This design comes from an exercise in tuning for small area on the open sky130 flow, not from production work.
At most, simulation tests tie the RTL to the original design; equivalence was not proved.
The flow treats the clock pin as an ideal source, which a real chip does not have.
Power is estimated from default activity; no workload was simulated.

==> flow/design.v <==
module sdram_controller (
    wr_addr,
    wr_data,
    wr_enable,
    rd_addr,
    rd_data,
    rd_ready,
    rd_enable,
    busy, rst_n, clk,
    addr, bank_addr, data_in, data_out, data_oe, clock_enable, cs_n, ras_n, cas_n, we_n,
    data_mask_low, data_mask_high
);
input  [23:0] wr_addr;
input  [15:0] wr_data;
input         wr_enable;
input  [23:0] rd_addr;
output [15:0] rd_data;
input         rd_enable;
output        rd_ready;
output        busy;
input         rst_n;
input         clk;
output [12:0] addr;
output [1:0]  bank_addr;
input  [15:0] data_in;
output [15:0] data_out;
output        data_oe;
output        clock_enable;
output        cs_n;
output        ras_n;
output        cas_n;
output        we_n;
output        data_mask_low;
output        data_mask_high;
localparam [9:0] S0  = 10'd363;    
localparam [9:0] SM11 = 10'd291;   
reg [12:0] row_r;      
reg [8:0]  col_n;      
reg [1:0]  bank_n;     
wire [8:0] col_r  = ~col_n;
wire [1:0] bank_r = ~bank_n;
reg [15:0] wr_data_r;
reg [15:0] rd_data_r;
reg [9:0]  rcnt;
reg        ref_due;    
reg        seq;        
reg        acc;        
reg        rd;         
reg [2:0]  phase;
wire ph_in  = phase[2] ? (~phase[1] & phase[0]) : (phase[1] | ~phase[0]);
wire post   = acc & phase[2] & ~phase[0] & (~phase[1] | ~rd);    
wire act    = acc & (phase == 3'b000);
wire cas    = acc & (phase == 3'b101);
wire dec    = (~seq & ~acc) | post;             
wire [9:0] rcnt_next = {rcnt[8:0], rcnt[9] ^ rcnt[2]};
wire at518  = ~rcnt[8] & ~rcnt[7] & ~rcnt[4] & ~rcnt[3] & ~rcnt[1] & ~rcnt[0];
wire s_pall = seq & ~rcnt[4] & ~rcnt[3] & ~rcnt[2];                  
wire s_ref  = seq & ((~rcnt[6] & ~rcnt[5] & ~rcnt[4]) |
                     (~rcnt[9] & rcnt[7] & rcnt[4] & ~rcnt[2]));    
wire s_mrs  = seq & ~rcnt[4] & ~rcnt[2] & ~rcnt[1];                  
wire s_end  = ~rcnt[6] & rcnt[5] & ~rcnt[3] & rcnt[2];               
wire ld_rd = rd_enable;
wire ld_wr = ~rd_enable & wr_enable;
wire hold  = ~rd_enable & ~wr_enable;
always @(posedge clk) begin
  {bank_n, col_n} <= ~(({11{ld_rd}} & {rd_addr[23:22], rd_addr[8:0]}) |
                     ({11{ld_wr}} & {wr_addr[23:22], wr_addr[8:0]}) |
                     ({11{hold}}  & {bank_r, col_r}));
  row_r <= rd_enable ? rd_addr[21:9] : wr_addr[21:9];
  if (wr_enable)
    wr_data_r <= wr_data;
  rd_data_r <= data_in;
  phase <= dec ? 3'b000 : {phase[1:0], ph_in};
  if (dec)
    rd <= rd_enable;
  if (~rst_n) begin
    seq     <= 1'b1;
    acc     <= 1'b0;
    ref_due <= 1'b0;
    rcnt    <= S0;
  end else if (dec & ref_due) begin
    seq     <= 1'b1;
    acc     <= 1'b0;
    ref_due <= 1'b0;
    rcnt    <= SM11;
  end else begin
    if (dec)
      acc <= rd_enable | wr_enable;
    if (s_end)
      seq <= 1'b0;
    if (at518)
      ref_due <= 1'b1;
    rcnt <= rcnt_next;
  end
end
assign clock_enable = 1'b1;
assign cs_n  = 1'b0;
assign ras_n = ~(act | s_pall | s_ref | s_mrs);
assign cas_n = ~(cas | s_ref | s_mrs);
assign we_n  = ~((cas & ~rd) | s_pall | s_mrs);
assign data_oe  = cas & ~rd;
assign data_out = wr_data_r;
assign data_mask_low  = ~acc | post;
assign data_mask_high = ~acc | post;
assign busy     = acc & (phase != 3'd0);
assign rd_ready = post & rd;
assign rd_data  = rd_data_r;
assign bank_addr = bank_r & {2{acc}};
assign addr[12:11] = row_r[12:11] & {2{acc}};
assign addr[10]    = acc ? (row_r[10] | ~act) : rcnt[1];   
assign addr[9]     = row_r[9] | ~acc;
assign addr[8:0]   = acc ? (act ? row_r[8:0] : col_r) : 9'h030;
endmodule
clock: 7.5 ns
lec_check: 0
cap_margin: 20
core_margin: 2
core_utilization: 40
place_density: 0.6
slew_margin: 20
standard.sh (not shown) runs the stock make flow with config.mk's settings and CLKGATE_MAP_FILE= SYNTH_SCRIPT=/design/flow/synth_recipe.tcl, a recipe that flattens the netlist after the stock synthesis.
==> flow/flow/run.sh <==
#!/bin/bash
# The standard ORFS layout with three changes to how it is made:
#  - synthesis maps logic with an area-oriented ABC script (abc_area_map.script)
#    in place of ORFS's delay-oriented one; everything else in synthesis,
#    including the flip-flops and their names, is the standard synthesis;
#  - each port is buffered by the smallest buffer (buf_1);
#  - the clock tree uses clkbuf_4 and no dummy loads; after it is built,
#    post_cts.tcl upsizes the clock buffers whose output slew is high.
set -euo pipefail
rm -rf scripts_area
cp -r "$FLOW_HOME/scripts" scripts_area
cp flow/abc_area_map.script scripts_area/abc_speed.script
export SCRIPTS_DIR="$PWD/scripts_area"
export BUFFER_PORTS_ARGS="-buffer_cell sky130_fd_sc_hd__buf_1"
export POST_CTS_TCL="$PWD/flow/post_cts.tcl"
export CTS_ARGS="-sink_clustering_enable -repair_clock_nets -dont_use_dummy_load -buf_list sky130_fd_sc_hd__clkbuf_4"
bash standard.sh finish > flow_make.log 2>&1
==> flow/flow/abc_area_map.script <==
strash
dch
amap
topo
==> flow/flow/post_cts.tcl <==
estimate_parasitics -placement
set upsized 0
foreach inst [get_cells clkbuf_*] {
  set out [get_pins -of_objects $inst -filter "direction==output"]
  if {[get_property $out slew_max] > 0.095} {
    replace_cell $inst sky130_fd_sc_hd__clkbuf_8
    incr upsized
  }
}
puts "post_cts: upsized $upsized clock buffers"
if {$upsized > 0} {
  detailed_placement
  estimate_parasitics -placement
}
Change:
--- a/flow/design.v
+++ b/flow/design.v
@@ -44,16 +44,15 @@
 reg [9:0]  rcnt;
 reg        ref_due;    
 reg        seq;        
 reg        acc;        
 reg        rd;         
 reg [2:0]  phase;
-wire ph_in  = phase[2] ? (~phase[1] & phase[0]) : (phase[1] | ~phase[0]);
-wire post   = acc & phase[2] & ~phase[0] & (~phase[1] | ~rd);    
-wire act    = acc & (phase == 3'b000);
-wire cas    = acc & (phase == 3'b101);
+wire post   = acc & phase[2] & phase[1] & (phase[0] | ~rd);
+wire act    = acc & (phase == 3'd0);
+wire cas    = acc & (phase == 3'd3);
 wire dec    = (~seq & ~acc) | post;             
 wire [9:0] rcnt_next = {rcnt[8:0], rcnt[9] ^ rcnt[2]};
 wire at518  = ~rcnt[8] & ~rcnt[7] & ~rcnt[4] & ~rcnt[3] & ~rcnt[1] & ~rcnt[0];
 wire s_pall = seq & ~rcnt[4] & ~rcnt[3] & ~rcnt[2];                  
 wire s_ref  = seq & ((~rcnt[6] & ~rcnt[5] & ~rcnt[4]) |
                      (~rcnt[9] & rcnt[7] & rcnt[4] & ~rcnt[2]));    
@@ -64,16 +63,15 @@
 wire hold  = ~rd_enable & ~wr_enable;
 always @(posedge clk) begin
   {bank_n, col_n} <= ~(({11{ld_rd}} & {rd_addr[23:22], rd_addr[8:0]}) |
                      ({11{ld_wr}} & {wr_addr[23:22], wr_addr[8:0]}) |
                      ({11{hold}}  & {bank_r, col_r}));
   row_r <= rd_enable ? rd_addr[21:9] : wr_addr[21:9];
-  if (wr_enable)
-    wr_data_r <= wr_data;
+  wr_data_r <= ({16{wr_enable}} & wr_data) | ({16{~wr_enable}} & wr_data_r);
   rd_data_r <= data_in;
-  phase <= dec ? 3'b000 : {phase[1:0], ph_in};
+  phase <= dec ? 3'd0 : phase + 3'd1;
   if (dec)
     rd <= rd_enable;
   if (~rst_n) begin
     seq     <= 1'b1;
     acc     <= 1'b0;
     ref_due <= 1'b0;
What happened: Fmax goes down by roughly a tenth; design area goes up slightly; total power goes down slightly; die area goes up slightly; utilization stays flat; worst hold slack loses 13 ps; routed wire length goes up by a few percent; clock-buffer cell count does not change; final cell count goes up slightly.
The RTL of the second run of this note was laid out without a check of its function.

[afterwards: timing with drivers on the ports]
In the flow no input, the clock included, has a driving cell. The finished layouts below were timed again as built, in two steps. Step 1, drivers: a clkbuf_16 drives clk and a buf_2 each remaining input, both assumed. Step 2 also shifts input and output timing later by t, the mid clock arrival at the registers, as if the neighbouring blocks saw the same clock. Three values: no drivers, after step 1, after step 2; two values: the first two.
run	t, ns	slack for setup (ns)	worst hold slack (ns)	latest minus earliest clock arrival (ns)	slew at the worst register clock pin (ns)
the first run	0.351	4.017 / 3.986 / 4.292	0.460 / 0.460 / 0.460	0.025 / 0.026	0.09 / 0.09
the second run	0.406	3.613 / 3.586 / 3.992	0.447 / 0.447 / 0.447	0.028 / 0.028	0.09 / 0.09
After both steps every run listed still meets setup and hold.
